Context: an optimization exercise on an open-source flow, tuned for small area. The choices shown serve that exercise and are no tape-out recipe.
The RTL was checked by simulation tests, not by an equivalence proof against the original design.
Power and IR drop assume default switching activity.

<file path="flow/design.v">
module yduck_soc (
	input wire clk,
	input wire rst,                  
	output wire [15:0] rom_addr,
	input wire [15:0] rom_data,
	input wire [15:0] gpio_in,
	output wire [15:0] gpio_out,
	output wire T0_PWM_P,
	output wire T0_PWM_N,
	output wire T1_PWM_P,
	output wire T1_PWM_N,
	input wire [3:0] intp_ext,
	input wire intp_s
);
localparam NF=4'h0, LD=4'h1, SV=4'h2, IN=4'h3, SW=4'h4, WR=4'h5, CR=4'h6, LA=4'h7,
           LO=4'h8, AD=4'h9, SB=4'ha, JW=4'hb, JA=4'hc, LL=4'hd, LR=4'he, TL=4'hf;
reg        rst_r;
reg [15:0] PC;
reg [15:0] rom_addr_r;
reg [15:0] DK;
reg [15:0] RX [2:14];
reg [15:0] idata_r;
reg        jpc, jpc_r, dwi;
reg        pcb_v;
reg [15:0] pcb_d;
reg [2:0]  state;
reg        sen;
reg [15:0] PC_r;
reg [15:0] mem [0:31];
reg [4:0]  ram_addr_r;
reg        ram_sel_r;
reg [15:0] rdata_r;
reg [15:0] gpio_in_reg, gpio_out_reg;
reg [15:0] TCTR, TATS0, TATS0_r, TCMP0, TCMP0_r, TCNT0, TATS1, TATS1_r, TCMP1, TCMP1_r, TCNT1;
reg        intp_T0, intp_T1;
reg [10:0] INTC;
reg [15:0] INT0, INT1;
reg [7:0]  intp_i_r, intp_i_rr;
reg        int_vld;
function [15:0] inc16(input [15:0] x);
	reg c;
	integer i;
	begin
		c = 1'b1;
		for (i = 0; i < 16; i = i + 1) begin
			inc16[i] = x[i] ^ c;
			c = c & x[i];
		end
	end
endfunction
assign rom_addr = rom_addr_r;
assign gpio_out = gpio_out_reg;
always @(posedge clk) rst_r <= rst;
always @(posedge clk) rom_addr_r <= PC;
localparam IDLE=3'h0, CPL=3'h1, WBK=3'h2, RIN=3'h3, IED=3'h4;
wire int_req = int_vld | intp_s;
always @(posedge clk) begin
	if (rst) begin
		sen <= 1'b0;
		state <= IDLE;
	end else begin
		if (int_req) begin
			sen <= 1'b1;
			state <= CPL;
			PC_r <= PC;
		end
		if (sen)
			if (state < IED)
				state <= state + 3'd1;
			else begin
				state <= IDLE;
				sen <= 1'b0;
			end
		else if (state != IDLE)
			state <= IDLE;
	end
end
wire wbk = (state == WBK);
wire inp = (state == CPL) | (state == WBK) | (state == RIN);
wire [15:0] idata = (jpc | jpc_r | dwi | inp) ? 16'h0 : rom_data;
wire [3:0]  op_d  = idata[15:12];
wire [3:0]  op2   = idata[7:4];
wire        dsw_d = (op_d <= SW);
wire        dsv   = (op_d == SV) | (dsw_d & (op2 == SV));
always @(posedge clk) begin
	if (rst_r) begin
		idata_r <= 16'h0;
		jpc <= 1'b0;
		jpc_r <= 1'b0;
		dwi <= 1'b0;
	end else begin
		idata_r <= idata;
		jpc <= (op_d == JA) | (op_d == JW);
		jpc_r <= jpc;
		dwi <= dsv;
	end
end
wire [3:0] op    = idata_r[15:12];
wire       dsw_r = (op <= SW);
wire [7:0] imm   = idata_r[7:0];
wire       int_jpc = jpc | wbk;
wire [3:0] ra = idata_r[11:8];
wire       op2r_ok = (idata_r[7:4] == NF) | (idata_r[7:4] == SV) | (idata_r[7:4] == IN) | (idata_r[7:4] == SW);
wire [3:0] rb = dsw_r ? (op2r_ok ? idata_r[3:0] : 4'h0) :
                ((op == CR) | (op == LA) | (op == LO)) ? idata_r[7:4] : 4'h1;
wire [15:0] pc_rd = (int_jpc & pcb_v) ? pcb_d : PC;
reg [15:0] a, b;
integer n;
always @(*) begin
	a = (DK & {16{ra == 4'h1}}) | (pc_rd & {16{ra == 4'hf}});
	b = (DK & {16{rb == 4'h1}}) | (pc_rd & {16{rb == 4'hf}});
	for (n = 2; n <= 14; n = n + 1) begin
		a = a | (RX[n] & {16{ra == n}});
		b = b | (RX[n] & {16{rb == n}});
	end
end
wire [15:0] d_dout;
wire op_ad = (op == AD), op_sb = (op == SB), op_cr = (op == CR);
wire op_j  = (op == JA) | (op == JW);
wire op_in = (op == IN);
wire use_b = op_ad | op_sb | op_cr;
wire use_i = op_ad | op_sb | op_j;
wire op_nf = (op == NF);
wire inv   = op_sb | op_cr | op_nf;
wire [15:0] ximm = use_i ? {8'h0, imm} : 16'h0;
wire [15:0] xa = a ^ {16{inv}};
wire [15:0] xi = ximm ^ {16{op_sb}};
wire [15:0] xb = use_b ? b : 16'h0;
wire [15:0] s1 = xb ^ xa ^ xi;
wire [16:0] c1 = {(xb & xa) | (xb & xi) | (xa & xi), op_sb | op_cr | op_in};
wire [8:0]  rl;             
wire [16:8] rh0, rh1;       
assign rl[0] = op_sb;
assign rh0[8] = 1'b0;
assign rh1[8] = 1'b1;
genvar g;
generate for (g = 0; g < 8; g = g + 1) begin : rcl
	assign rl[g+1] = (s1[g] & c1[g]) | (s1[g] & rl[g]) | (c1[g] & rl[g]);
end endgenerate
generate for (g = 8; g < 16; g = g + 1) begin : rch
	assign rh0[g+1] = (s1[g] & c1[g]) | (s1[g] & rh0[g]) | (c1[g] & rh0[g]);
	assign rh1[g+1] = (s1[g] & c1[g]) | (s1[g] & rh1[g]) | (c1[g] & rh1[g]);
end endgenerate
wire [16:8] rh = rl[8] ? rh1 : rh0;
wire [16:0] sum = {rh[16] ^ c1[16], s1[15:8] ^ c1[15:8] ^ rh[15:8], s1[7:0] ^ c1[7:0] ^ rl[7:0]};
wire        cr_bit = ~sum[16];
wire [3:0] sh = a[3:0] + idata_r[3:0];
wire       shl = (op == LL);
reg  [15:0] b_rev, s_rev;
wire [15:0] sh_in = shl ? b_rev : b;
wire [15:0] sh_out = sh_in >> sh;
integer q;
always @(*) for (q = 0; q < 16; q = q + 1) begin
	b_rev[q] = b[15-q];
	s_rev[q] = sh_out[15-q];
end
wire [15:0] shres = shl ? s_rev : sh_out;
wire rotl = idata_r[0] ? ~idata_r[1] : (a == 16'h0);
wire [15:0] rot = rotl ? {b[14:0], b[15]} : {b[0], b[15:1]};
reg [15:0] din0;
reg [3:0]  waddr0;
reg        we0;
always @(*) begin
	din0 = sum[15:0];
	waddr0 = 4'h1;
	we0 = 1'b1;
	case (op)
		NF: waddr0 = ra;
		LD: begin din0 = d_dout; waddr0 = ra; end
		SV: we0 = 1'b0;
		IN: waddr0 = ra;
		SW: begin din0 = {a[7:0], a[15:8]}; waddr0 = ra; end
		WR: waddr0 = idata_r[7:4];
		CR: din0 = {15'h0, cr_bit};
		LA: din0 = a & b;
		LO: din0 = a | b;
		AD: ;
		SB: ;
		JW: begin waddr0 = 4'hf; we0 = (b != 16'h0); end
		JA: waddr0 = 4'hf;
		LL: din0 = shres;
		LR: din0 = shres;
		TL: din0 = rot;
	endcase
end
wire [15:0] din1 = (op2 == IN) ? inc16(b) : (op2 == SW) ? {b[7:0], b[15:8]} : ~b;
wire        we1 = dsw_r & ((op2 == NF) | (op2 == IN) | (op2 == SW));
wire [3:0] waddr1 = idata_r[3:0];
wire [15:0] idin0 = wbk ? PC_r : din0;
wire [3:0]  iwa0  = wbk ? 4'he : waddr0;
wire        iwe0  = wbk | we0;
wire [15:0] idin1 = {din1[15:3] & {13{~wbk}}, din1[2] | wbk, din1[1:0] & {2{~wbk}}};
wire [3:0]  iwa1  = wbk ? 4'hf : waddr1;
wire        iwe1  = wbk | we1;
wire dk0 = iwe0 & (iwa0 == 4'h1);
wire dk1 = ~dk0 & iwe1 & (iwa1 == 4'h1);
wire [15:0] DKD = (idin0 & {16{dk0}}) | (idin1 & {16{dk1}}) | (DK & {16{~(dk0 | dk1)}});
wire w0pc = iwe0 & (iwa0 == 4'hf);
wire w1pc = iwe1 & (iwa1 == 4'hf);
wire [15:0] wd0 = idin0 & {16{~rst}};
wire [15:0] wd1 = idin1 & {16{~rst}};
reg [15:0] sel0, sel1;      
integer k;
always @(*) begin
	for (k = 0; k < 16; k = k + 1) begin
		sel0[k] = iwe0 & (iwa0 == k);
		sel1[k] = ~sel0[k] & iwe1 & (iwa1 == k);
	end
end
always @(posedge clk) begin
	DK <= (DK & {16{~rst & ~sel0[1] & ~sel1[1]}}) | (wd0 & {16{sel0[1]}}) | (wd1 & {16{sel1[1]}});
	for (k = 2; k <= 14; k = k + 1)
		RX[k] <= (RX[k] & {16{~rst & ~sel0[k] & ~sel1[k]}}) | (wd0 & {16{sel0[k]}}) | (wd1 & {16{sel1[k]}});
end
always @(posedge clk) begin
	if (rst) begin
		PC <= 16'h0;
		pcb_v <= 1'b0;
	end else begin
		if (int_jpc) begin
			if (w0pc) PC <= idin0;
			else if (w1pc) PC <= idin1;
		end else if (~dsv)
			PC <= inc16(PC);
		pcb_v <= w0pc | w1pc;
	end
end
always @(posedge clk) pcb_d <= w0pc ? idin0 : idin1;
wire        d_we = ~rst & dwi & (op == SV);
wire [15:0] d_din = a;
wire [15:0] pwd = d_din & {16{~rst}};
wire [3:0]  bank = DKD[15:12];
wire [11:0] off  = DKD[11:0];
wire [15:0] sta  = (idata_r[3:0] == 4'h1) ? ~b : DK;
wire [3:0]  sbank = sta[15:12];
wire [11:0] soff  = sta[11:0];
always @(posedge clk)
	if (d_we & (sbank == 4'h0)) mem[sta[4:0]] <= d_din;
wire hi0 = (off[11:3] == 9'h0);
wire [15:0] rsel = (gpio_in_reg & {16{(bank == 4'h1) & hi0 & (off[2:0] == 3'd0)}}) |
                   (TCTR  & {16{(bank == 4'h2) & hi0 & (off[2:0] == 3'd0)}}) |
                   (TCNT0 & {16{(bank == 4'h2) & hi0 & (off[2:0] == 3'd4)}}) |
                   (TCNT1 & {16{(bank == 4'h2) & hi0 & (off[2:0] == 3'd7)}}) |
                   ({5'h0, INTC} & {16{(bank == 4'h3) & hi0 & (off[2:0] == 3'd0)}}) |
                   (INT0  & {16{(bank == 4'h3) & hi0 & (off[2:0] == 3'd1)}}) |
                   (INT1  & {16{(bank == 4'h3) & hi0 & (off[2:0] == 3'd2)}});
always @(posedge clk) begin
	ram_addr_r <= DKD[4:0];
	ram_sel_r <= (bank == 4'h0);
	rdata_r <= rsel;
end
reg [15:0] ram_q;
integer m;
always @(*) begin
	ram_q = 16'h0;
	for (m = 0; m < 32; m = m + 1)
		ram_q = ram_q | (mem[m] & {16{ram_addr_r == m}});
end
assign d_dout = ram_sel_r ? ram_q : rdata_r;
always @(posedge clk) gpio_in_reg <= gpio_in;
always @(posedge clk)
	if (rst | (d_we & (sbank == 4'h1) & (soff == 12'h001))) gpio_out_reg <= pwd;
wire t_we = d_we & (sbank == 4'h2);
always @(posedge clk) begin
	if (rst | (t_we & (soff == 12'h000))) TCTR <= pwd;
	if (rst | (t_we & (soff == 12'h002))) TATS0 <= pwd;
	if (rst | (t_we & (soff == 12'h003))) TCMP0 <= pwd;
	if (rst | (t_we & (soff == 12'h005))) TATS1 <= pwd;
	if (rst | (t_we & (soff == 12'h006))) TCMP1 <= pwd;
end
wire eq0 = (TCNT0 == TATS0_r);
wire eq1 = (TCNT1 == TATS1_r);
always @(posedge clk) begin
	if (rst) begin
		TCNT0 <= 16'h0;
		TCNT1 <= 16'h0;
		intp_T0 <= 1'b0;
		intp_T1 <= 1'b0;
	end else begin
		if (TCTR[0] & ~eq0) TCNT0 <= inc16(TCNT0);
		else TCNT0 <= 16'h0;
		if (~TCTR[0] | eq0) begin
			TATS0_r <= TATS0;
			TCMP0_r <= TCMP0;
		end
		if (TCTR[8] & ~eq1) TCNT1 <= inc16(TCNT1);
		else TCNT1 <= 16'h0;
		if (~TCTR[8] | eq1) begin
			TATS1_r <= TATS1;
			TCMP1_r <= TCMP1;
		end
		intp_T0 <= TCTR[0] & eq0 & TCTR[8] & eq1;
		if (TCTR[8] & eq1) intp_T1 <= 1'b1;
	end
end
reg gt0, gt1;
always @(posedge clk) begin
	if (rst) begin
		gt0 <= 1'b0;
		gt1 <= 1'b0;
	end else begin
		gt0 <= TCTR[0] & ~eq0 & (gt0 | (TCNT0 == TCMP0_r));
		gt1 <= TCTR[8] & ~eq1 & (gt1 | (TCNT1 == TCMP1_r));
	end
end
assign T0_PWM_P = gt0 ^ TCTR[1];
assign T0_PWM_N = ~T0_PWM_P;
assign T1_PWM_P = gt1 ^ TCTR[9];
assign T1_PWM_N = ~T1_PWM_P;
wire [31:0] INTA = {INT1, INT0};
wire [7:0]  intp_i = {intp_ext, 2'b0, intp_T1, intp_T0};
wire i_we = d_we & (sbank == 4'h3);
always @(posedge clk) begin
	if (rst | (i_we & (soff == 12'h000))) INTC[7:0] <= pwd[7:0];
	if (rst | (i_we & (soff == 12'h001))) INT0 <= pwd;
	if (rst | (i_we & (soff == 12'h002))) INT1 <= pwd;
end
reg [7:0] intp_c, intp_tg, intp_h;
reg       intp_ht;
reg [2:0] intp_hn;
integer j;
always @(*) begin
	for (j = 0; j <= 7; j = j + 1) begin
		intp_c[j] = INTA[4*j] ? intp_i[j] : 1'b0;
		case ({INTA[4*j+3], INTA[4*j+2]})
			2'b00: intp_tg[j] = intp_i_r[j];
			2'b01: intp_tg[j] = ~intp_i_r[j];
			2'b10: intp_tg[j] = intp_i_r[j] & ~intp_i_rr[j];
			2'b11: intp_tg[j] = ~intp_i_r[j] & intp_i_rr[j];
		endcase
		intp_h[j] = ~INTA[4*j+1] & intp_tg[j];
	end
	intp_ht = |intp_h;
	casez (intp_h)
		8'b???????1: intp_hn = 3'h0;
		8'b??????10: intp_hn = 3'h1;
		8'b?????100: intp_hn = 3'h2;
		8'b????1000: intp_hn = 3'h3;
		8'b???10000: intp_hn = 3'h4;
		8'b??100000: intp_hn = 3'h5;
		8'b?1000000: intp_hn = 3'h6;
		8'b10000000: intp_hn = 3'h7;
		default:     intp_hn = 3'h0;
	endcase
end
wire intp_l0 = INTA[1] & intp_tg[0];
always @(posedge clk) begin
	if (rst) begin
		intp_i_r <= 8'h0;
		intp_i_rr <= 8'h0;
		int_vld <= 1'b0;
		INTC[10:8] <= 3'h0;
	end else begin
		intp_i_r <= intp_c;
		intp_i_rr <= intp_i_r;
		int_vld <= INTC[0] & (intp_ht | intp_l0);
		INTC[10:8] <= (INTC[0] & intp_ht) ? intp_hn : 3'h0;
	end
end
endmodule
</file>
<file path="flow/flow/run.sh">
#!/bin/bash
# Layout flow: the standard flow (standard.sh) with these changes:
#  - synthesis: ABC maps the combinational logic for area (three rounds) and leaves buffering and gate
#    sizing to OpenROAD's repair steps. Flip-flops are mapped (dfflibmap) before ABC runs,
#    so the registers, their names and cell types are those of the standard synthesis.
#  - clock tree: clkbuf_16 sink clusters of up to 24 flops, no dummy balancing loads.
#  - port buffers: buf_2 cells; buf_4 and buf_6 not used.
# Each tool's output goes to the ORFS logs under orfs/logs; make's own output to make.log.
set -euo pipefail
W=$(pwd)
cat > "$W/abc_area_nobuf.script" <<'EOT'
&get -n
&st
&dch
&nf -R 1000 -p
&put
&get -n
&st
&dch
&nf -R 1000 -p
&put
&get -n
&st
&dch
&nf -R 1000 -p
&put
topo
EOT
{
	head -n 1 "$W/synth_recipe.tcl"
	echo "proc abc {args} { set i [lsearch \$args -script]; if {\$i >= 0} { lset args [expr {\$i+1}] $W/abc_area_nobuf.script }; yosys abc {*}\$args }"
	tail -n +2 "$W/synth_recipe.tcl"
} > "$W/area_synth.tcl"
# The platform's don't-use cells, plus the mid-size buffers, so that OpenROAD's repair
# steps buffer high-fanout nets with buf_2 cells.
DONT_USE="sky130_fd_sc_hd__probe_p_8 sky130_fd_sc_hd__probec_p_8 sky130_fd_sc_hd__lpflow_bleeder_1 sky130_fd_sc_hd__lpflow_clkbufkapwr_1 sky130_fd_sc_hd__lpflow_clkbufkapwr_16 sky130_fd_sc_hd__lpflow_clkbufkapwr_2 sky130_fd_sc_hd__lpflow_clkbufkapwr_4 sky130_fd_sc_hd__lpflow_clkbufkapwr_8 sky130_fd_sc_hd__lpflow_clkinvkapwr_1 sky130_fd_sc_hd__lpflow_clkinvkapwr_16 sky130_fd_sc_hd__lpflow_clkinvkapwr_2 sky130_fd_sc_hd__lpflow_clkinvkapwr_4 sky130_fd_sc_hd__lpflow_clkinvkapwr_8 sky130_fd_sc_hd__lpflow_decapkapwr_12 sky130_fd_sc_hd__lpflow_decapkapwr_3 sky130_fd_sc_hd__lpflow_decapkapwr_4 sky130_fd_sc_hd__lpflow_decapkapwr_6 sky130_fd_sc_hd__lpflow_decapkapwr_8 sky130_fd_sc_hd__lpflow_inputiso0n_1 sky130_fd_sc_hd__lpflow_inputiso0p_1 sky130_fd_sc_hd__lpflow_inputiso1n_1 sky130_fd_sc_hd__lpflow_inputiso1p_1 sky130_fd_sc_hd__lpflow_inputisolatch_1 sky130_fd_sc_hd__lpflow_isobufsrc_1 sky130_fd_sc_hd__lpflow_isobufsrc_16 sky130_fd_sc_hd__lpflow_isobufsrc_2 sky130_fd_sc_hd__lpflow_isobufsrc_4 sky130_fd_sc_hd__lpflow_isobufsrc_8 sky130_fd_sc_hd__lpflow_isobufsrckapwr_16 sky130_fd_sc_hd__lpflow_lsbuf_lh_hl_isowell_tap_1 sky130_fd_sc_hd__lpflow_lsbuf_lh_hl_isowell_tap_2 sky130_fd_sc_hd__lpflow_lsbuf_lh_hl_isowell_tap_4 sky130_fd_sc_hd__lpflow_lsbuf_lh_isowell_4 sky130_fd_sc_hd__lpflow_lsbuf_lh_isowell_tap_1 sky130_fd_sc_hd__lpflow_lsbuf_lh_isowell_tap_2 sky130_fd_sc_hd__lpflow_lsbuf_lh_isowell_tap_4 sky130_fd_sc_hd__buf_4 sky130_fd_sc_hd__buf_6"
bash "$W/standard.sh" SYNTH_SCRIPT="$W/area_synth.tcl" \
	CTS_ARGS="-sink_clustering_enable -repair_clock_nets -sink_clustering_size 24 -sink_clustering_max_diameter 70 -buf_list sky130_fd_sc_hd__clkbuf_16 -dont_use_dummy_load" \
	BUFFER_PORTS_ARGS="-buffer_cell sky130_fd_sc_hd__buf_2" \
	DONT_USE_CELLS="$DONT_USE" \
	finish > "$W/make.log" 2>&1
</file>
<file path="flow/standard.sh">
#!/bin/bash
# synth_recipe.tcl (not shown) runs the flow's synth.tcl, then flattens the netlist and writes it again
# the make line also repeats each setting of config.mk as NAME=value (left out here)
make -C /OpenROAD-flow-scripts/flow DESIGN_CONFIG=/design/flow/config.mk WORK_HOME=/design/flow/orfs CLKGATE_MAP_FILE= SYNTH_SCRIPT=/design/flow/synth_recipe.tcl "${@:-finish}"
</file>
<file path="flow/config.mk">
export PLATFORM = sky130hd
export DESIGN_NAME = yduck_soc
export DESIGN_NICKNAME = yduck_soc
export VERILOG_FILES = /design/flow/design.v
export SDC_FILE = /design/flow/constraint.sdc
export NUM_CORES = 4
export LEC_CHECK = 0
export ABC_AREA = 1
export CAP_MARGIN = 20
export CORE_MARGIN = 2
export CORE_UTILIZATION = 50
export SLEW_MARGIN = 20
</file>
<file path="flow/constraint.sdc">
create_clock -name core_clock -period 12.0 [get_ports {clk}]
set_input_delay 2.4000 -clock core_clock [delete_from_list [all_inputs] [get_ports {clk}]]
set_output_delay 2.4000 -clock core_clock [all_outputs]
set_load 0.01 [all_outputs]
</file>
==> impl_metrics.tcl, run 1 <==
set metrics [dict create \
    rr_worst_depth 44 \
    finalNetCount 4314 \
    wire_per_inst_um 33.9 \
    p_clk_frac 0.238 \
    worstHoldPathType "reg2reg" \
    cts_sinks 1115 \
    synthDistinctLibCells 62 \
    status "timing/DRC/antenna clean" \
    clk_latency_ns 0.67 \
    pre_cts_ws_ns 0.298 \
    fp-row-count 111 \
    r2r_start "idata_r[15]" \
    grt-ovfl-total 0 \
    rsz0062_at_grt "false" \
    fp.dieW_um 309 \
    fillerInstances 7871 \
    finalNonFillerCells 5420 \
    async_flop_share 0 \
    crit_path_end "rdata_r[5]" \
    crit_fanout 12 \
    syn-mean-instance-area_sq_um 12.2 \
    synth_seq_area_share 0.637 \
    syn_inst 3802 \
    startpoint "idata_r[15]" \
    drc_errors 0 \
    synth_warnings 2 \
    min_period_ns 11.20 \
    grtUsageTotal 0.379 \
    place_hpwl_um 124000 \
    area_delta_synth_final_pct 11.4 \
    clk_pin_slew_ns 0.09 \
    grt_pass1_wl_um 257000 \
    die_h_um 309 \
    synth-simple-area-share 0.124 \
    finalSetupViolCount 0 \
    switching_share 0.355 \
    port_buffers 74 \
    total_leakage_power_uw 0.0192 \
    fin_crit_sh 0.934 \
    num_vias 37700 \
    gp_congestion 1.07 \
    fmax_ghz 0.0893 \
    drtIter0Drc 6955 \
    die_area_sq_um 95400 \
    antenna_found_initial 8 \
    synth-seq-cells 1115 \
    ir_drop_v 0.000119 \
    synth_edf_count 728 \
    seq_power_share 0.496 \
    clock-skew-final_ns 0.0658 \
    placed_cells 5346 \
    powerDensity_nw_per_um2 179 \
    syn_area_sq_um 46500 \
    synthAdderAreaFrac 0.0298 \
    hold_buffers 0 \
    finalHoldViolations 0 \
    drv_cap 0 \
    grt_pass1_vias 34600 \
    io_pins 75 \
    finalSetupTns_ns 0 \
    path_class "reg2reg" \
    synth_xor_area_frac 0.0205 \
    start_util 0.505 \
    worstPathRequired_ns 12.55 \
    reg2reg_to "rdata_r[5]" \
    wl_um 183000 \
    timing.hold.ws_ns 0.401 \
    largest_register_ff_count 512 \
    via_per_inst 6.95 \
    crit_top_cell "fa_1" \
    drv_slew 0 \
    arrival_ns 11.76 \
    combPwrFrac 0.266 \
    cts_tree "built" \
    cts-htree-levels 3 \
    synth_compound_area_frac 0.171 \
    dpl_cell_area_sq_um 49900 \
    final_common_cell "edfxtp_1" \
    r2r_slack_ns 0.80 \
    fin_ws_ns 0.798 \
    crit_slowest_cell "nor2_2" \
    drtAntennaViolNets 0 \
    synth_top_family_by_area "compound AO/OA/AOI/OAI gates" \
    dr.pass1.iters 14 \
    endpoint_kind "flip-flop" \
    slew_headroom 0.129 \
    critPathLaunchType "flip-flop" \
    grt_max_degree 63 \
    drive_gt1_frac 0.108 \
    cts.path.max_buffers 3 \
    p_sw_uw 3290 \
    syn_nets 3939 \
    internal_power_uw 5970 \
    stdcell_area_sq_um 51800 \
    worstMarginPinSlew_ns 1.31 \
    cts_buffers 67 \
    ys.flop_type "edfxtp_1" \
    post_synth_mux_area_share 0.00813 \
    critical-path-max-stage-delay_ns 0.56 \
    core_area_sq_um 91900 \
    clock-root-buffer "clkbuf_16" \
    final_cell_mix "edfxtp_1 (728), nand2_1 (517), dfxtp_1 (387), buf_2 (298), a22oi_1 (264)" \
]
[what timing repair did]
action                     4_1_cts  5_1_grt
setup endpoints to repair        0       16
resized for setup                0        8
setup buffers                    0        3
[cell families (layout without fill, tap and decap cells)]
logic type	count (synthesis)	count (layout)
AO/OA/AOI/OAI	1051	1051
other	0	2
adder cells (fa/ha/maj)	98	98
flip-flops	1115	1115
XOR/XNOR	109	109
AND/OR/NAND/NOR	1275	1275
buffers and inverters	117	490
multiplexers	37	37
[final cells by class]
type                            count  area (sq um)  share of cell area
Clock buffer                       67          1680              0.0324
Antenna cell                        2          5.00           0.0000966
Multi-Input combinational cell   2570         16900               0.326
Inverter                          117           439             0.00848
Tap cell                         1243          1560              0.0300
Timing Repair Buffer              306          1630              0.0315
Sequential cell                  1115         29600               0.572
[stage by stage]
stage	util	power (uW)
2_1_floorplan	-	5800
3_3_place_gp	0.543	6980
3_5_place_dp	0.543	6980
4_1_cts	0.561	9120
5_1_grt	0.563	9480
6_report	0.563	9260
[routing by layer]
layer	global-route usage	vias up	part of all wire
li1	-	15900	-
met1	0.512	18500	0.38
met2	0.566	2670	0.43
met3	0.0983	606	0.12
met4	0.195	8	0.064
met5	0	-	0.00022
[critical path, delay by kind of cell, from the launching register on]
family / cells / cell delay [ns]
adders and majority gates: 9 / 3.94
AOI/OAI and AO/OA: 16 / 3.31
and+or+nand+nor: 17 / 3.10
DFF: 1 / 0.35
buffers and inverters: 1 / 0.25
xor gates and xnor gates: 1 / 0.17
[power groups by stage]
| stage | sequential (uW) | combinational [uW] | clock (uW) |
|---|---|---|---|
| floorplan | 4570 | 1220 | 0 |
| global placement | 4670 | 2300 | 0 |
| detailed placement | 4670 | 2310 | 0 |
| CTS | 4580 | 2320 | 2220 |
| global route | 4610 | 2530 | 2340 |
| finish | 4590 | 2460 | 2210 |
[Yosys cell counts (30+ instances only)]
master / n / area, sq um
xnor2_1: 79 / 692
dfxtp_1: 387 / 7750
mux2i_1: 31 / 310
a222oi_1: 241 / 2410
a221o_1: 37 / 370
clkinv_1: 117 / 439
nor3_1: 124 / 621
nand2b_1: 32 / 200
edfxtp_1: 728 / 21900
nor2_1: 278 / 1040
nand4_1: 93 / 582
o21ai_0: 153 / 766
xor2_1: 30 / 263
a21oi_1: 168 / 841
and2_0: 47 / 294
a221oi_1: 58 / 508
nand3_1: 74 / 370
a22oi_1: 264 / 1980
nand2_1: 517 / 1940
nor2b_1: 39 / 244
ha_1: 77 / 963
[worst min path at each step]
stage,from,to,slack [ns],cells past startpoint
after CTS,TATS0[9],TATS0_r[9],0.40,0
final,TATS0[9],TATS0_r[9],0.40,0
after global routing,TATS1[13],TATS1_r[13],0.40,0
after global placement,TCMP1[10],TCMP1_r[10],0.40,0
after floorplan,PC[12],rom_addr_r[12],0.38,0
after detailed placement,TATS0[13],TATS0_r[13],0.40,0
==> inputs of run 2 (changes only) <==
--- a/flow/config.mk
+++ b/flow/config.mk
@@ -10,3 +10,4 @@
 export CORE_MARGIN = 2
 export CORE_UTILIZATION = 50
+export PLACE_DENSITY = 0.75
 export SLEW_MARGIN = 20
==> run 2 against run 1 <==
Net effect:
- sequential power is essentially flat
- register-to-register slack lost 0.19 ns
- cell count is essentially flat
- core utilization is essentially flat
- largest cell class unchanged
- maximum frequency shrank 1.7%
- clock skew grew 0.075 ns
- critical path type unchanged
- still clean
- routed wire length shrank 2.6%
- synthesized cell count is the same
==> impl_metrics.tcl, run 2 <==
set metrics [dict create \
    clk_pin_slew_ns 0.09 \
    worstPathRequired_ns 12.57 \
    dr.pass1.iters 14 \
    clock-skew-final_ns 0.141 \
    drtIter0Drc 7588 \
    total_leakage_power_uw 0.0192 \
    crit_top_cell "fa_1" \
    synth_edf_count 728 \
    clock-root-buffer "clkbuf_16" \
    rr_worst_depth 44 \
    finalNonFillerCells 5421 \
    synth-seq-cells 1115 \
    synthMostInstantiatedCell "edfxtp_1" \
    cts.path.max_buffers 3 \
    die_area_sq_um 95400 \
    synth_warnings 2 \
    grtUsageTotal 0.369 \
    syn_inst 3802 \
    finalHoldViolations 0 \
    min_period_ns 11.39 \
    gp_congestion 1.04 \
    final_core_util 0.563 \
    start_util 0.505 \
    wire_per_inst_um 33.0 \
    wl_um 179000 \
    clk_latency_ns 0.69 \
    synth_seq_area_share 0.637 \
    status "timing/DRC/antenna clean" \
    crit_slowest_cell "fa_1" \
    drive_gt1_frac 0.112 \
    ys.flop_type "edfxtp_1" \
    finalSetupViolCount 0 \
    cts-htree-levels 3 \
    cts_buffers 67 \
    num_vias 38000 \
    grt-ovfl-total 0 \
    final_common_cell "edfxtp_1" \
    port_buffers 74 \
    path_class "reg2reg" \
    finalNetCount 4315 \
    grt_pass1_vias 35400 \
    antenna_found_initial 5 \
    powerDensity_nw_per_um2 179 \
    syn-mean-instance-area_sq_um 12.2 \
    arrival_ns 11.96 \
    core_area_sq_um 91900 \
    drv_slew 0 \
    critPathLaunchType "flip-flop" \
    syn_area_sq_um 46500 \
    finalSetupTns_ns 0 \
    ir_drop_v 0.000109 \
    async_flop_share 0 \
    io_pins 75 \
    fp.dieW_um 309 \
    fin_crit_sh 0.949 \
    worstMarginPinSlew_ns 1.26 \
    fp-row-count 111 \
    fmax_ghz 0.0878 \
    final_cell_mix "edfxtp_1 (728), nand2_1 (517), dfxtp_1 (386), buf_2 (301), a22oi_1 (262)" \
    via_per_inst 7.01 \
    placed_cells 5333 \
    drv_cap 0 \
    drc_errors 0 \
    critical-path-max-stage-delay_ns 0.50 \
    syn_nets 3939 \
    timing.hold.ws_ns 0.398 \
    pre_cts_ws_ns 0.415 \
    largest_register_ff_count 512 \
    hold_path_depth 0 \
    die_h_um 309 \
    endpoint_kind "flip-flop" \
    crit_fanout 13 \
    synth_top_area_frac 0.470 \
    cts_tree "built" \
    fin_ws_ns 0.606 \
    worstHoldPathType "reg2reg" \
    synth_commonest_cells "edfxtp_1 (728), nand2_1 (517), dfxtp_1 (387), nor2_1 (278), a22oi_1 (264)" \
    synthTopCellsByArea "edfxtp_1 (47%), dfxtp_1 (17%), a222oi_1 (5.2%), a22oi_1 (4.3%), nand2_1 (4.2%)" \
    synthDistinctLibCells 62 \
    synth_top_area_cell "edfxtp_1" \
    cts_sinks 1115 \
    drtAntennaViolNets 0 \
    slew_headroom 0.157 \
    place_hpwl_um 119000 \
    area_delta_synth_final_pct 11.4 \
    grt_pass1_wl_um 252000 \
    grt_max_degree 46 \
]
run 2: worst max-delay path, delay by kind of cell, from the launching register on:
family / cells / cell delay (ns)
adder cells (fa/ha/maj): 9 / 3.95
flip-flops: 1 / 0.43
AO/OA/AOI/OAI: 16 / 3.27
buffers and inverters: 1 / 0.25
AND/OR/NAND/NOR: 17 / 3.26
XOR/XNOR: 1 / 0.16
run 2: cell type report:
class | instances | area, sq um
fillers | 7726 | 40100
flip-flops and latches | 1115 | 29600
multi-input cells | 2570 | 16900
clock buffers | 67 | 1680
repair buffers | 307 | 1580
well taps | 1243 | 1560
inverters | 117 | 439
diodes | 2 | 5.00
run 2: cell families after synthesis:
group | Yosys count | synth area share
buffers and inverters | 117 | 0.00945
AND/OR/NAND/NOR | 1275 | 0.124
adder cells (fa/ha/maj) | 98 | 0.0298
flip-flops | 1115 | 0.637
AO/OA/AOI/OAI | 1051 | 0.171
multiplexers | 37 | 0.00813
XOR/XNOR | 109 | 0.0205
run 2: per-layer routing:
metal  vias up  global-route usage  part of all wire
met5         -                   0           0.00031
met1     18300               0.491              0.37
met3       705               0.121              0.15
met4         8               0.201             0.067
li1      15900                   -                 -
met2      3163               0.534              0.42
run 2: final timing paths:
path,startpoint,to,slack [ns]
max reg2reg,idata_r[13],rdata_r[8],0.61
min,PC[7],rom_addr_r[7],0.40
min reg2reg,PC[7],rom_addr_r[7],0.40
max,idata_r[13],rdata_r[8],0.61
run 2: stage by stage:
| stage | total power (uW) | area (sq um) |
|---|---|---|
| 6_report | 9250 | 51800 |
| 4_1_cts | 9060 | 51600 |
| 5_1_grt | 9450 | 51800 |
| 2_1_floorplan | 5800 | 46500 |
| 3_5_place_dp | 6930 | 49900 |
| 3_3_place_gp | 6910 | 49900 |
run 2: timing repair:
action | 4_1_cts | 5_1_grt
gates resized for setup | 0 | 12
hold buffers | 0 | 0
endpoints found under the setup margin | 0 | 16
buffers inserted | 0 | 16
run 2: power by group:
part | leakage (uW) | internal (uW) | switching, uW
Combinational | 0.00763 | 608 | 1830
Sequential | 0.0108 | 4360 | 247
Clock | 0.000826 | 995 | 1210
Total | 0.0192 | 5970 | 3280
==> inputs of run 3 (changes only) <==
--- a/flow/flow/run.sh
+++ b/flow/flow/run.sh
@@ -4,5 +4,5 @@
 #    sizing to OpenROAD's repair steps. Flip-flops are mapped (dfflibmap) before ABC runs,
 #    so the registers, their names and cell types are those of the standard synthesis.
-#  - clock tree: clkbuf_16 sink clusters of up to 24 flops, no dummy balancing loads.
+#  - clock tree: clkbuf_16 sink clusters of up to 28 flops, no dummy balancing loads.
 #  - port buffers: buf_2 cells; buf_4 and buf_6 not used.
 # Each tool's output goes to the ORFS logs under orfs/logs; make's own output to make.log.
@@ -36,5 +36,5 @@
 DONT_USE="sky130_fd_sc_hd__probe_p_8 sky130_fd_sc_hd__probec_p_8 sky130_fd_sc_hd__lpflow_bleeder_1 sky130_fd_sc_hd__lpflow_clkbufkapwr_1 sky130_fd_sc_hd__lpflow_clkbufkapwr_16 sky130_fd_sc_hd__lpflow_clkbufkapwr_2 sky130_fd_sc_hd__lpflow_clkbufkapwr_4 sky130_fd_sc_hd__lpflow_clkbufkapwr_8 sky130_fd_sc_hd__lpflow_clkinvkapwr_1 sky130_fd_sc_hd__lpflow_clkinvkapwr_16 sky130_fd_sc_hd__lpflow_clkinvkapwr_2 sky130_fd_sc_hd__lpflow_clkinvkapwr_4 sky130_fd_sc_hd__lpflow_clkinvkapwr_8 sky130_fd_sc_hd__lpflow_decapkapwr_12 sky130_fd_sc_hd__lpflow_decapkapwr_3 sky130_fd_sc_hd__lpflow_decapkapwr_4 sky130_fd_sc_hd__lpflow_decapkapwr_6 sky130_fd_sc_hd__lpflow_decapkapwr_8 sky130_fd_sc_hd__lpflow_inputiso0n_1 sky130_fd_sc_hd__lpflow_inputiso0p_1 sky130_fd_sc_hd__lpflow_inputiso1n_1 sky130_fd_sc_hd__lpflow_inputiso1p_1 sky130_fd_sc_hd__lpflow_inputisolatch_1 sky130_fd_sc_hd__lpflow_isobufsrc_1 sky130_fd_sc_hd__lpflow_isobufsrc_16 sky130_fd_sc_hd__lpflow_isobufsrc_2 sky130_fd_sc_hd__lpflow_isobufsrc_4 sky130_fd_sc_hd__lpflow_isobufsrc_8 sky130_fd_sc_hd__lpflow_isobufsrckapwr_16 sky130_fd_sc_hd__lpflow_lsbuf_lh_hl_isowell_tap_1 sky130_fd_sc_hd__lpflow_lsbuf_lh_hl_isowell_tap_2 sky130_fd_sc_hd__lpflow_lsbuf_lh_hl_isowell_tap_4 sky130_fd_sc_hd__lpflow_lsbuf_lh_isowell_4 sky130_fd_sc_hd__lpflow_lsbuf_lh_isowell_tap_1 sky130_fd_sc_hd__lpflow_lsbuf_lh_isowell_tap_2 sky130_fd_sc_hd__lpflow_lsbuf_lh_isowell_tap_4 sky130_fd_sc_hd__buf_4 sky130_fd_sc_hd__buf_6"
 bash "$W/standard.sh" SYNTH_SCRIPT="$W/area_synth.tcl" \
-	CTS_ARGS="-sink_clustering_enable -repair_clock_nets -sink_clustering_size 24 -sink_clustering_max_diameter 70 -buf_list sky130_fd_sc_hd__clkbuf_16 -dont_use_dummy_load" \
+	CTS_ARGS="-sink_clustering_enable -repair_clock_nets -sink_clustering_size 28 -sink_clustering_max_diameter 80 -buf_list sky130_fd_sc_hd__clkbuf_16 -dont_use_dummy_load" \
 	BUFFER_PORTS_ARGS="-buffer_cell sky130_fd_sc_hd__buf_2" \
 	DONT_USE_CELLS="$DONT_USE" \
--- a/flow/config.mk
+++ b/flow/config.mk
@@ -10,4 +10,3 @@
 export CORE_MARGIN = 2
 export CORE_UTILIZATION = 50
-export PLACE_DENSITY = 0.75
 export SLEW_MARGIN = 20
==> run 3 against run 2 <==
Net effect:
- via count decreased by 1.5%
- area after synthesis unchanged
- die area unchanged
- clock skew decreased by 0.089 ns
- total power decreased by 2.9%
- final area decreased by 0.81%
- hold slack got worse by 0.00099 ns
- cell count decreased by 0.33%
- critical path depth unchanged
- largest power group unchanged
- highest routed layer unchanged
- combinational power about the same
- core utilization decreased by 0.45 points
==> impl_metrics.tcl, run 3 <==
set metrics [dict create \
    status "timing/DRC/antenna clean" \
    finalHoldViolations 0 \
    worstHoldPathType "reg2reg" \
    async_flop_share 0 \
    final_cell_mix "edfxtp_1 (728), nand2_1 (517), dfxtp_1 (387), buf_2 (298), a22oi_1 (264)" \
    rsz0062_at_grt "false" \
    syn-mean-instance-area_sq_um 12.2 \
    synth_edf_count 728 \
    r2r_slack_ns 0.60 \
    synth_top_family_by_area "compound AO/OA/AOI/OAI gates" \
    synth_seq_area_share 0.637 \
    synth_warnings 2 \
    hold_path_depth 0 \
    path_class "reg2reg" \
    num_vias 37500 \
    finalSetupTns_ns 0 \
    synth_compound_area_frac 0.171 \
    grt_max_degree 63 \
    cts_sinks 1115 \
    clock-skew-final_ns 0.0524 \
    wl_met1_um 70100 \
    worstPathRequired_ns 12.59 \
    fmax_ghz 0.0877 \
    timing.hold.ws_ns 0.397 \
    min_period_ns 11.40 \
    critical-path-max-stage-delay_ns 0.59 \
    crit_top_cell "fa_1" \
    drv_cap 0 \
    rr_worst_depth 44 \
    synth-seq-cells 1115 \
    powerDensity_nw_per_um2 175 \
    cts_tree "built" \
    gp_congestion 1.07 \
    cts-htree-levels 2 \
    drtAntennaViolNets 0 \
    synth_top_area_cell "edfxtp_1" \
    finalNetCount 4297 \
    min-delay-start "TATS1[0]" \
    largest_register_ff_count 512 \
    slew_headroom 0.138 \
    met2_length_um 78500 \
    die_area_sq_um 95400 \
    min_to "TATS1_r[0]" \
    synth_xor_area_frac 0.0205 \
    hold_buffers 0 \
    path_delay_family "adder cells" \
    reg2reg_to "rdata_r[7]" \
    syn_area_sq_um 46500 \
    core_area_sq_um 91900 \
    dr_wl_met3_um 22600 \
    finalSetupViolCount 0 \
    syn_nets 3939 \
    worstMarginPinSlew_ns 1.29 \
    cts.path.max_buffers 3 \
    synthMostInstantiatedCell "edfxtp_1" \
    top_layer "met5" \
    crit_fanout 16 \
    io_pins 75 \
    r2r_start "idata_r[15]" \
    grt-ovfl-total 0 \
    synthAdderAreaFrac 0.0298 \
    synth_top_area_frac 0.470 \
    grtUsageTotal 0.379 \
    critPathBufInv 1 \
    startpoint "idata_r[15]" \
    drv_slew 0 \
    synth-simple-area-share 0.124 \
    crit_slowest_cell "nor3_4" \
    total_leakage_power_uw 0.0190 \
    arrival_ns 11.99 \
    drc_errors 0 \
    fin_crit_sh 0.950 \
    die_h_um 309 \
    clk_latency_ns 0.70 \
    fillerInstances 7924 \
    ir_drop_v 0.000127 \
    antenna_found_initial 8 \
    clk_pin_slew_ns 0.10 \
    dr.pass1.iters 12 \
    port_buffers 74 \
    wl_um 184000 \
    critPathLaunchType "flip-flop" \
    grt_pass1_vias 34500 \
    drive_gt1_frac 0.105 \
    start_util 0.505 \
    wire_per_inst_um 34.0 \
    grt_pass1_wl_um 257000 \
    final_core_util 0.559 \
    via_per_inst 6.93 \
    fp.dieW_um 309 \
    drtIter0Drc 6789 \
    post_synth_mux_area_share 0.00813 \
    synthTopCellsByArea "edfxtp_1 (47%), dfxtp_1 (17%), a222oi_1 (5.2%), a22oi_1 (4.3%), nand2_1 (4.2%)" \
    final_common_cell "edfxtp_1" \
    synth_commonest_cells "edfxtp_1 (728), nand2_1 (517), dfxtp_1 (387), nor2_1 (278), a22oi_1 (264)" \
    syn_inst 3802 \
    fin_ws_ns 0.601 \
    endpoint_kind "flip-flop" \
    fp-row-count 111 \
    place_hpwl_um 124000 \
    clock-root-buffer "clkbuf_16" \
    pre_cts_ws_ns 0.298 \
    area_delta_synth_final_pct 10.5 \
    ys.flop_type "edfxtp_1" \
    cts_buffers 51 \
    synthDistinctLibCells 62 \
]
## run 3: cell counts after synthesis
Identical to the previous run, type by type.
## run 3: what timing repair did
action,4_1_cts,5_1_grt
buffers inserted,0,2
endpoints found under the setup margin,0,16
gates resized for setup,0,9
## run 3: per-layer routing
metal / vias up / global-route usage
met4: 8 / 0.204
met3: 632 / 0.106
li1: 15800 / -
met1: 18400 / 0.509
met5: - / 0
met2: 2650 / 0.558
## run 3: per-stage QoR
stage	cell area [sq um]	total power [uW]	instances
4_1_cts	51200	8840	5397
6_report	51400	8980	5403
3_3_place_gp	49900	6980	5345
5_1_grt	51400	9200	5401
3_5_place_dp	49900	6980	5346
2_1_floorplan	46500	5800	3802
## run 3: cell type report
cell class | instances | area (sq um) | area share
flip-flops and latches | 1115 | 29600 | 0.576
inverters | 117 | 439 | 0.00855
multi-input cells | 2570 | 16900 | 0.329
well taps | 1243 | 1560 | 0.0303
repair buffers | 305 | 1610 | 0.0313
clock buffers | 51 | 1280 | 0.0248
diodes | 2 | 5.00 | 0.0000974
## run 3: power by group
part	switching, uW	total, uW	internal (uW)
Combinational	1850	2460	616
Sequential	233	4590	4360
Clock	1160	1920	761
Total	3240	8980	5740
## run 3: worst max-delay path by stage
stage,endpoint,slack (ns),cells past startpoint
4_1_cts,rdata_r[14],0.31,42
3_3_place_gp,rdata_r[12],0.66,42
2_1_floorplan,rdata_r[0],0.03,40
6_report,rdata_r[7],0.60,44
3_5_place_dp,rdata_r[14],0.30,42
5_1_grt,rdata_r[7],0.003,44
## run 3: kinds of logic after synthesis
group / after synthesis
flip-flops: 1115
XOR/XNOR: 109
AO/OA/AOI/OAI: 1051
adder cells (fa/ha/maj): 98
AND/OR/NAND/NOR: 1275
buffers and inverters: 117
multiplexers: 37
## run 3: worst reg2reg max path: cells and delay by family, from the launching register on
kind | cells | cell delay [ns]
simple gates | 18 | 3.49
buf+inv | 1 | 0.24
flops | 1 | 0.35
xor+xnor | 1 | 0.16
compound gates | 15 | 3.15
fa+ha+maj | 9 | 3.96
==> inputs of run 4 (changes only) <==
--- a/flow/design.v
+++ b/flow/design.v
@@ -83,7 +83,12 @@
 wire        dsw_d = (op_d <= SW);
 wire        dsv   = (op_d == SV) | (dsw_d & (op2 == SV));
+wire        op2d_ok = (op2 == NF) | (op2 == SV) | (op2 == IN) | (op2 == SW);
+wire [3:0]  rb_d  = dsw_d ? (op2d_ok ? idata[3:0] : 4'h0) :
+                    ((op_d == CR) | (op_d == LA) | (op_d == LO)) ? idata[7:4] : 4'h1;
+reg  [3:0]  rb;
 always @(posedge clk) begin
 	if (rst_r) begin
 		idata_r <= 16'h0;
+		rb <= 4'h0;
 		jpc <= 1'b0;
 		jpc_r <= 1'b0;
@@ -91,4 +96,5 @@
 	end else begin
 		idata_r <= idata;
+		rb <= rb_d;
 		jpc <= (op_d == JA) | (op_d == JW);
 		jpc_r <= jpc;
@@ -101,7 +107,4 @@
 wire       int_jpc = jpc | wbk;
 wire [3:0] ra = idata_r[11:8];
-wire       op2r_ok = (idata_r[7:4] == NF) | (idata_r[7:4] == SV) | (idata_r[7:4] == IN) | (idata_r[7:4] == SW);
-wire [3:0] rb = dsw_r ? (op2r_ok ? idata_r[3:0] : 4'h0) :
-                ((op == CR) | (op == LA) | (op == LO)) ? idata_r[7:4] : 4'h1;
 wire [15:0] pc_rd = (int_jpc & pcb_v) ? pcb_d : PC;
 reg [15:0] a, b;
==> run 4 against run 3 <==
Net effect:
- first-iteration DRC count up 13%
- clock-buffer cell count increased by 2
- critical path depth shrank 4
- die area is essentially flat
- cell count decreased by 1.2%
- clock skew up 0.042 ns
- still clean
- clock power rose by 4%
- routed wire length is 1.5% higher
- register-to-register slack got worse by 0.06 ns
- setup slack worse by 0.058 ns
- flip-flop and latch count rose by 4
- sequential power shrank 1%
- largest cell class unchanged
- critical endpoint is now rdata_r[6]
==> impl_metrics.tcl, run 4 <==
set metrics [dict create \
    use_met2 0.544 \
    critPathLaunchType "flip-flop" \
    async_flop_share 0 \
    num_vias 37600 \
    post_synth_mux_area_share 0.00940 \
    grt_pass1_wl_um 260000 \
    via_per_inst 7.03 \
    synthMostInstantiatedCell "edfxtp_1" \
    path_class "reg2reg" \
    clock-skew-final_ns 0.0945 \
    fin_ws_ns 0.543 \
    final_common_cell "edfxtp_1" \
    largest_register_ff_count 512 \
    use_met3 0.112 \
    powerDensity_nw_per_um2 167 \
    placed_cells 5278 \
    clk_latency_ns 0.71 \
    finalNetCount 4228 \
    die_area_sq_um 95400 \
    place_hpwl_um 128000 \
    antenna_found_initial 16 \
    startpoint "state[0]" \
    area_delta_synth_final_pct 10.4 \
    drtAntennaViolNets 0 \
    syn_inst 3747 \
    ys.flop_type "edfxtp_1" \
    worstPathRequired_ns 12.59 \
    drtIter0Drc 7702 \
    slew_headroom 0.158 \
    crit_top_cell "fa_1" \
    drv_slew 0 \
    synth_commonest_cells "edfxtp_1 (728), nand2_1 (472), dfxtp_1 (391), a222oi_1 (273), nor2_1 (272)" \
    fin_crit_sh 0.955 \
    synth_top_family_by_area "compound AO/OA/AOI/OAI gates" \
    arrival_ns 12.05 \
    wire_per_inst_um 34.9 \
    grt_pass1_vias 33800 \
    ir_drop_v 0.000115 \
    crit_slowest_cell "nor3_2" \
    synth_seq_area_share 0.639 \
    synthTopCellsByArea "edfxtp_1 (47%), dfxtp_1 (17%), a222oi_1 (5.9%), a22oi_1 (3.8%), nand2_1 (3.8%)" \
    synthDistinctLibCells 58 \
    finalNonFillerCells 5339 \
    drive_gt1_frac 0.103 \
    multi_input_area_sq_um 16900 \
    cts-htree-levels 2 \
    critical-path-max-stage-delay_ns 0.96 \
    status "timing/DRC/antenna clean" \
    endpoint_kind "flip-flop" \
    dr.pass1.iters 12 \
    final_cell_mix "edfxtp_1 (728), nand2_1 (472), dfxtp_1 (391), buf_2 (286), a222oi_1 (273)" \
    clk_pin_slew_ns 0.10 \
    fmax_ghz 0.0873 \
    r2r_start "state[0]" \
    io_pins 75 \
    drc_errors 0 \
    drv_cap 0 \
    grt-busiest-layer "met1" \
    cts.path.max_buffers 3 \
    total_leakage_power_uw 0.0189 \
    synth_xor_area_frac 0.0204 \
    worstMarginPinSlew_ns 1.26 \
    cts-resized-gates 0 \
    grt-ovfl-total 0 \
    port_buffers 74 \
    finalSetupTns_ns 0 \
    core_area_sq_um 91900 \
    min-delay-start "TATS0[1]" \
    grtUsageTotal 0.385 \
    use_met1 0.567 \
    die_h_um 309 \
    synth_warnings 2 \
    cts_setup_buffers 0 \
    crit_fanout 16 \
    ff_latch_area_sq_um 29700 \
    timing.hold.ws_ns 0.422 \
    synth_top_area_frac 0.470 \
    hold_buffers 0 \
    gp_congestion 1.02 \
    rsz0062_at_grt "false" \
    syn_nets 3884 \
    synth_compound_area_frac 0.172 \
    synth_edf_count 728 \
    pre_cts_ws_ns 0.932 \
    synth_top_area_cell "edfxtp_1" \
    syn-mean-instance-area_sq_um 12.4 \
    start_util 0.506 \
    cts_buffers 53 \
    synth-seq-cells 1119 \
    fp-row-count 111 \
    min_period_ns 11.46 \
    finalSetupViolCount 0 \
    clock-root-buffer "clkbuf_16" \
    synthAdderAreaFrac 0.0301 \
    fp.dieW_um 309 \
    wl_um 186000 \
    finalHoldViolations 0 \
    synth-simple-area-share 0.121 \
    cts_sinks 1119 \
    cts_tree "built" \
    grt_max_degree 40 \
    worstHoldPathType "reg2reg" \
    fillerInstances 7825 \
    syn_area_sq_um 46500 \
]
==> run 4: cell count changes after synthesis, moves of 13 or more <==
| cell | before | now |
|---|---|---|
| o211ai_1 | 8 | 38 |
| nor2b_1 | 39 | 24 |
| a222oi_1 | 241 | 273 |
| a221oi_1 | 58 | 45 |
| nand2_1 | 517 | 472 |
| a22oi_1 | 264 | 237 |
| and2_0 | 47 | 61 |
| a21oi_1 | 168 | 155 |
==> run 4: power breakdown <==
part / switching, uW / internal [uW] / total [uW]
Clock: 1200 / 788 / 1990
Sequential: 229 / 4310 / 4540
Combinational: 1540 / 508 / 2050
==> run 4: metrics by stage <==
| step | instance area (sq um) | util | power, uW |
|---|---|---|---|
| floorplan | 46500 | - | 5530 |
| global placement | 49900 | 0.543 | 6560 |
| detailed placement | 49900 | 0.543 | 6560 |
| CTS | 51300 | 0.557 | 8480 |
| global route | 51300 | 0.558 | 8770 |
| finish | 51300 | 0.558 | 8580 |
==> run 4: final cells by class <==
class,instances,share of cell area
Tap cell,1243,0.0303
Clock buffer,53,0.0258
Antenna cell,7,0.000341
Inverter,105,0.00768
Multi-Input combinational cell,2523,0.329
Sequential cell,1119,0.579
Timing Repair Buffer,289,0.0285
==> run 4: cells by family (layout without fill, tap and decap cells) <==
group                    Yosys count  in the layout
AO/OA/AOI/OAI                   1045           1045
AND/OR/NAND/NOR                 1229           1229
multiplexers                      43             43
flip-flops                      1119           1119
other                              0              7
XOR/XNOR                         108            108
adder cells (fa/ha/maj)           98             98
buffers and inverters            105            447
==> run 4: path summary, 6_finish.rpt <==
| kind | to | slack [ns] | cells after the start |
|---|---|---|---|
| worst max-delay path | rdata_r[6] | 0.54 | 40 |
| worst min-delay path | TATS0_r[1] | 0.42 | 0 |
| worst max register to register | rdata_r[6] | 0.54 | 40 |
| worst min register to register | TATS0_r[1] | 0.42 | 0 |
==> run 4: metal layers <==
metal / vias up / part of all wire
met5: - / 0.00054
met3: 465 / 0.15
met4: 14 / 0.041
met2: 2874 / 0.41
li1: 15700 / -
met1: 18500 / 0.40
==> run 4: critical path: cells and delay by family, from the launching register on <==
family	cells	cell delay, ns
mux	1	0.15
xor+xnor	1	0.12
flops	1	0.41
fa+ha+maj	10	4.22
compound gates	10	2.46
buf+inv	5	1.30
simple gates	13	2.70
==> inputs of run 5 (changes only) <==
--- a/flow/flow/run.sh
+++ b/flow/flow/run.sh
@@ -4,5 +4,5 @@
 #    sizing to OpenROAD's repair steps. Flip-flops are mapped (dfflibmap) before ABC runs,
 #    so the registers, their names and cell types are those of the standard synthesis.
-#  - clock tree: clkbuf_16 sink clusters of up to 28 flops, no dummy balancing loads.
+#  - clock tree: clkbuf_16 sink clusters of up to 24 flops, no dummy balancing loads.
 #  - port buffers: buf_2 cells; buf_4 and buf_6 not used.
 # Each tool's output goes to the ORFS logs under orfs/logs; make's own output to make.log.
@@ -36,5 +36,5 @@
 DONT_USE="sky130_fd_sc_hd__probe_p_8 sky130_fd_sc_hd__probec_p_8 sky130_fd_sc_hd__lpflow_bleeder_1 sky130_fd_sc_hd__lpflow_clkbufkapwr_1 sky130_fd_sc_hd__lpflow_clkbufkapwr_16 sky130_fd_sc_hd__lpflow_clkbufkapwr_2 sky130_fd_sc_hd__lpflow_clkbufkapwr_4 sky130_fd_sc_hd__lpflow_clkbufkapwr_8 sky130_fd_sc_hd__lpflow_clkinvkapwr_1 sky130_fd_sc_hd__lpflow_clkinvkapwr_16 sky130_fd_sc_hd__lpflow_clkinvkapwr_2 sky130_fd_sc_hd__lpflow_clkinvkapwr_4 sky130_fd_sc_hd__lpflow_clkinvkapwr_8 sky130_fd_sc_hd__lpflow_decapkapwr_12 sky130_fd_sc_hd__lpflow_decapkapwr_3 sky130_fd_sc_hd__lpflow_decapkapwr_4 sky130_fd_sc_hd__lpflow_decapkapwr_6 sky130_fd_sc_hd__lpflow_decapkapwr_8 sky130_fd_sc_hd__lpflow_inputiso0n_1 sky130_fd_sc_hd__lpflow_inputiso0p_1 sky130_fd_sc_hd__lpflow_inputiso1n_1 sky130_fd_sc_hd__lpflow_inputiso1p_1 sky130_fd_sc_hd__lpflow_inputisolatch_1 sky130_fd_sc_hd__lpflow_isobufsrc_1 sky130_fd_sc_hd__lpflow_isobufsrc_16 sky130_fd_sc_hd__lpflow_isobufsrc_2 sky130_fd_sc_hd__lpflow_isobufsrc_4 sky130_fd_sc_hd__lpflow_isobufsrc_8 sky130_fd_sc_hd__lpflow_isobufsrckapwr_16 sky130_fd_sc_hd__lpflow_lsbuf_lh_hl_isowell_tap_1 sky130_fd_sc_hd__lpflow_lsbuf_lh_hl_isowell_tap_2 sky130_fd_sc_hd__lpflow_lsbuf_lh_hl_isowell_tap_4 sky130_fd_sc_hd__lpflow_lsbuf_lh_isowell_4 sky130_fd_sc_hd__lpflow_lsbuf_lh_isowell_tap_1 sky130_fd_sc_hd__lpflow_lsbuf_lh_isowell_tap_2 sky130_fd_sc_hd__lpflow_lsbuf_lh_isowell_tap_4 sky130_fd_sc_hd__buf_4 sky130_fd_sc_hd__buf_6"
 bash "$W/standard.sh" SYNTH_SCRIPT="$W/area_synth.tcl" \
-	CTS_ARGS="-sink_clustering_enable -repair_clock_nets -sink_clustering_size 28 -sink_clustering_max_diameter 80 -buf_list sky130_fd_sc_hd__clkbuf_16 -dont_use_dummy_load" \
+	CTS_ARGS="-sink_clustering_enable -repair_clock_nets -sink_clustering_size 24 -sink_clustering_max_diameter 70 -buf_list sky130_fd_sc_hd__clkbuf_16 -dont_use_dummy_load" \
 	BUFFER_PORTS_ARGS="-buffer_cell sky130_fd_sc_hd__buf_2" \
 	DONT_USE_CELLS="$DONT_USE" \
==> run 5 against run 4 <==
Net effect:
- still clean
- first-iteration DRC count grew 5.0%
- cell count grew 0.22%
- final area grew 0.69%
- core utilization grew 0.38 points
- die area is the same
- combinational power is essentially flat
- non-clock buffer count grew 1
- clock skew grew 0.019 ns
- sequential power is essentially flat
==> impl_metrics.tcl, run 5 <==
set metrics [dict create \
    gp_congestion 1.02 \
    place_hpwl_um 128000 \
    min_period_ns 11.35 \
    critPathLaunchType "flip-flop" \
    finalSetupTns_ns 0 \
    ys.flop_type "edfxtp_1" \
    synthMostInstantiatedCell "edfxtp_1" \
    drv_slew 0 \
    multi_input_area_sq_um 16900 \
    internal_power_uw 5820 \
    async_flop_share 0 \
    grt_max_degree 40 \
    finalNetCount 4243 \
    start_util 0.506 \
    synth_seq_area_share 0.639 \
    grt_pass1_vias 33900 \
    worstPathRequired_ns 12.55 \
    syn_inst 3747 \
    synth_commonest_cells "edfxtp_1 (728), nand2_1 (472), dfxtp_1 (391), a222oi_1 (273), nor2_1 (272)" \
    cts_sinks 1119 \
    arrival_ns 11.91 \
    cts-resized-gates 0 \
    clk_pin_slew_ns 0.09 \
    clk_latency_ns 0.69 \
    r2r_start "state[0]" \
    startpoint "state[0]" \
    cts_setup_buffers 0 \
    wl_um 187000 \
    synth_warnings 2 \
    critical-path-max-stage-delay_ns 0.95 \
    area_delta_synth_final_pct 11.2 \
    final_common_cell "edfxtp_1" \
    seq_power_share 0.515 \
    finalHoldViolations 0 \
    grt-ovfl-total 0 \
    min-delay-start "TATS0[12]" \
    slew_headroom 0.146 \
    path_class "reg2reg" \
    p_clk_frac 0.252 \
    clock-skew-final_ns 0.114 \
    largest_register_ff_count 512 \
    drive_gt1_frac 0.106 \
    switching_share 0.340 \
    worstHoldPathType "reg2reg" \
    synthDistinctLibCells 58 \
    synth-seq-cells 1119 \
    powerDensity_nw_per_um2 171 \
    status "timing/DRC/antenna clean" \
    cts-htree-levels 3 \
    hold_buffers 0 \
    io_pins 75 \
    syn-mean-instance-area_sq_um 12.4 \
    finalSetupViolCount 0 \
    die_h_um 309 \
    endpoint_kind "flip-flop" \
    core_area_sq_um 91900 \
    cts.path.max_buffers 3 \
    fin_crit_sh 0.946 \
    drtIter0Drc 8086 \
    fillerInstances 7801 \
    die_area_sq_um 95400 \
    synth_top_area_frac 0.470 \
    grt_pass1_wl_um 260000 \
    fp.dieW_um 309 \
    dr.pass1.iters 14 \
    crit_slowest_cell "nor3_2" \
    syn_nets 3884 \
    crit_top_cell "fa_1" \
    antenna_found_initial 15 \
    port_buffers 74 \
    combPwrFrac 0.233 \
    final_cell_mix "edfxtp_1 (728), nand2_1 (472), dfxtp_1 (391), buf_2 (286), a222oi_1 (273)" \
    synth_top_area_cell "edfxtp_1" \
    path_delay_family "adder cells" \
    clock-root-buffer "clkbuf_16" \
    synth_edf_count 728 \
    fmax_ghz 0.0881 \
    rsz0062_at_grt "false" \
    drtAntennaViolNets 0 \
    cts_tree "built" \
    syn_area_sq_um 46500 \
    drc_errors 0 \
    stdcell_area_sq_um 51700 \
    wire_per_inst_um 34.9 \
    via_per_inst 7.06 \
    p_sw_uw 2990 \
    total_leakage_power_uw 0.0190 \
    cts_buffers 67 \
    ff_latch_area_sq_um 29700 \
    worstMarginPinSlew_ns 1.28 \
    dpl_cell_area_sq_um 49900 \
    num_vias 37800 \
    crit_fanout 16 \
    synthTopCellsByArea "edfxtp_1 (47%), dfxtp_1 (17%), a222oi_1 (5.9%), a22oi_1 (3.8%), nand2_1 (3.8%)" \
    drv_cap 0 \
    grtUsageTotal 0.385 \
    critPathBufInv 5 \
    ir_drop_v 0.000143 \
    fp-row-count 111 \
]
==> run 5: cells by family after synthesis <==
logic type,after synthesis,synth area share
adders and majority gates,98,0.0301
muxes,43,0.00939
buffers and inverters,105,0.00848
AOI/OAI and AO/OA,1045,0.172
and+or+nand+nor,1229,0.121
DFF,1119,0.639
xor gates and xnor gates,108,0.0204
==> run 5: through the flow <==
stage / total power, uW / utilization / hold slack [ns] / cells / worst slack (ns)
4_1_cts: 8710 / 0.561 / 0.422 / 5345 / 0.914
5_1_grt: 9010 / 0.562 / 0.430 / 5347 / 0.144
2_1_floorplan: 5530 / - / 0.373 / 3747 / 0.521
6_report: 8810 / 0.562 / 0.417 / 5351 / 0.646
3_5_place_dp: 6560 / 0.543 / 0.405 / 5278 / 0.932
3_3_place_gp: 6560 / 0.543 / 0.400 / 5277 / 1.15
==> run 5: worst paths after layout <==
path,endpoint,slack (ns),depth (start not counted)
max reg2reg,rdata_r[1],0.65,40
max,rdata_r[1],0.65,40
min,TATS0_r[12],0.42,0
min reg2reg,TATS0_r[12],0.42,0
==> run 5: power by group through the flow <==
stage | combinational, uW | clock [uW] | sequential (uW)
floorplan | 1030 | 0 | 4510
global placement | 1940 | 0 | 4610
detailed placement | 1950 | 0 | 4610
CTS | 1960 | 2230 | 4520
global route | 2120 | 2350 | 4550
finish | 2050 | 2220 | 4540
==> run 5: final cells by class <==
type	instances	area share
flip-flops and latches	1119	0.575
multi-input cells	2523	0.326
clock buffers	67	0.0325
well taps	1243	0.0301
repair buffers	290	0.0286
inverters	105	0.00763
diodes	4	0.000194
==> run 5: per-layer routing <==
layer / GRT usage / part of all wire / vias up
met5: 0 / 0.00029 / -
met4: 0.134 / 0.041 / 8
met3: 0.111 / 0.15 / 462
met2: 0.544 / 0.41 / 2993
met1: 0.566 / 0.40 / 18500
li1: - / - / 15800
==> run 5: worst reg2reg max path, delay by kind of cell (launching register included) <==
family / cells / cell delay [ns]
fa+ha+maj: 10 / 4.21
simple gates: 13 / 2.70
compound gates: 10 / 2.42
buf+inv: 5 / 1.30
flops: 1 / 0.40
mux: 1 / 0.14
xor+xnor: 1 / 0.13

-- static timing again, ports no longer ideal --
How much do the figures lean on ideal ports? The routed layouts below were timed once more, with nothing changed but the port constraints.
Step 1 sets driving cells, clkbuf_16 on the clock port and buf_2 on the other inputs (assumed; they add their load-dependent delay and slew).
Step 2, shift: input delay + t, output delay - t, t = (earliest + latest rising clock arrival at the registers) / 2. This alone moves slack from input paths to output paths.
Three values: no drivers, after step 1, after step 2; two values: the first two.
run | t, ns | setup slack, ns | worst setup path after step 2 | clock arrival spread, ns | worst data-port slew with drivers (ns)
run 1 | 0.709 | 0.798 / 0.798 / 0.798 | register to register | 0.073 / 0.073 | 0.05
run 2 | 0.696 | 0.606 / 0.606 / 0.606 | register to register | 0.141 / 0.141 | 0.04
run 3 | 0.736 | 0.601 / 0.601 / 0.601 | register to register | 0.052 / 0.053 | 0.05
run 4 | 0.744 | 0.543 / 0.543 / 0.543 | register to register | 0.095 / 0.094 | 0.17
run 5 | 0.706 | 0.646 / 0.646 / 0.646 | register to register | 0.114 / 0.113 | 0.18
After both steps setup and hold are still met in every run listed.
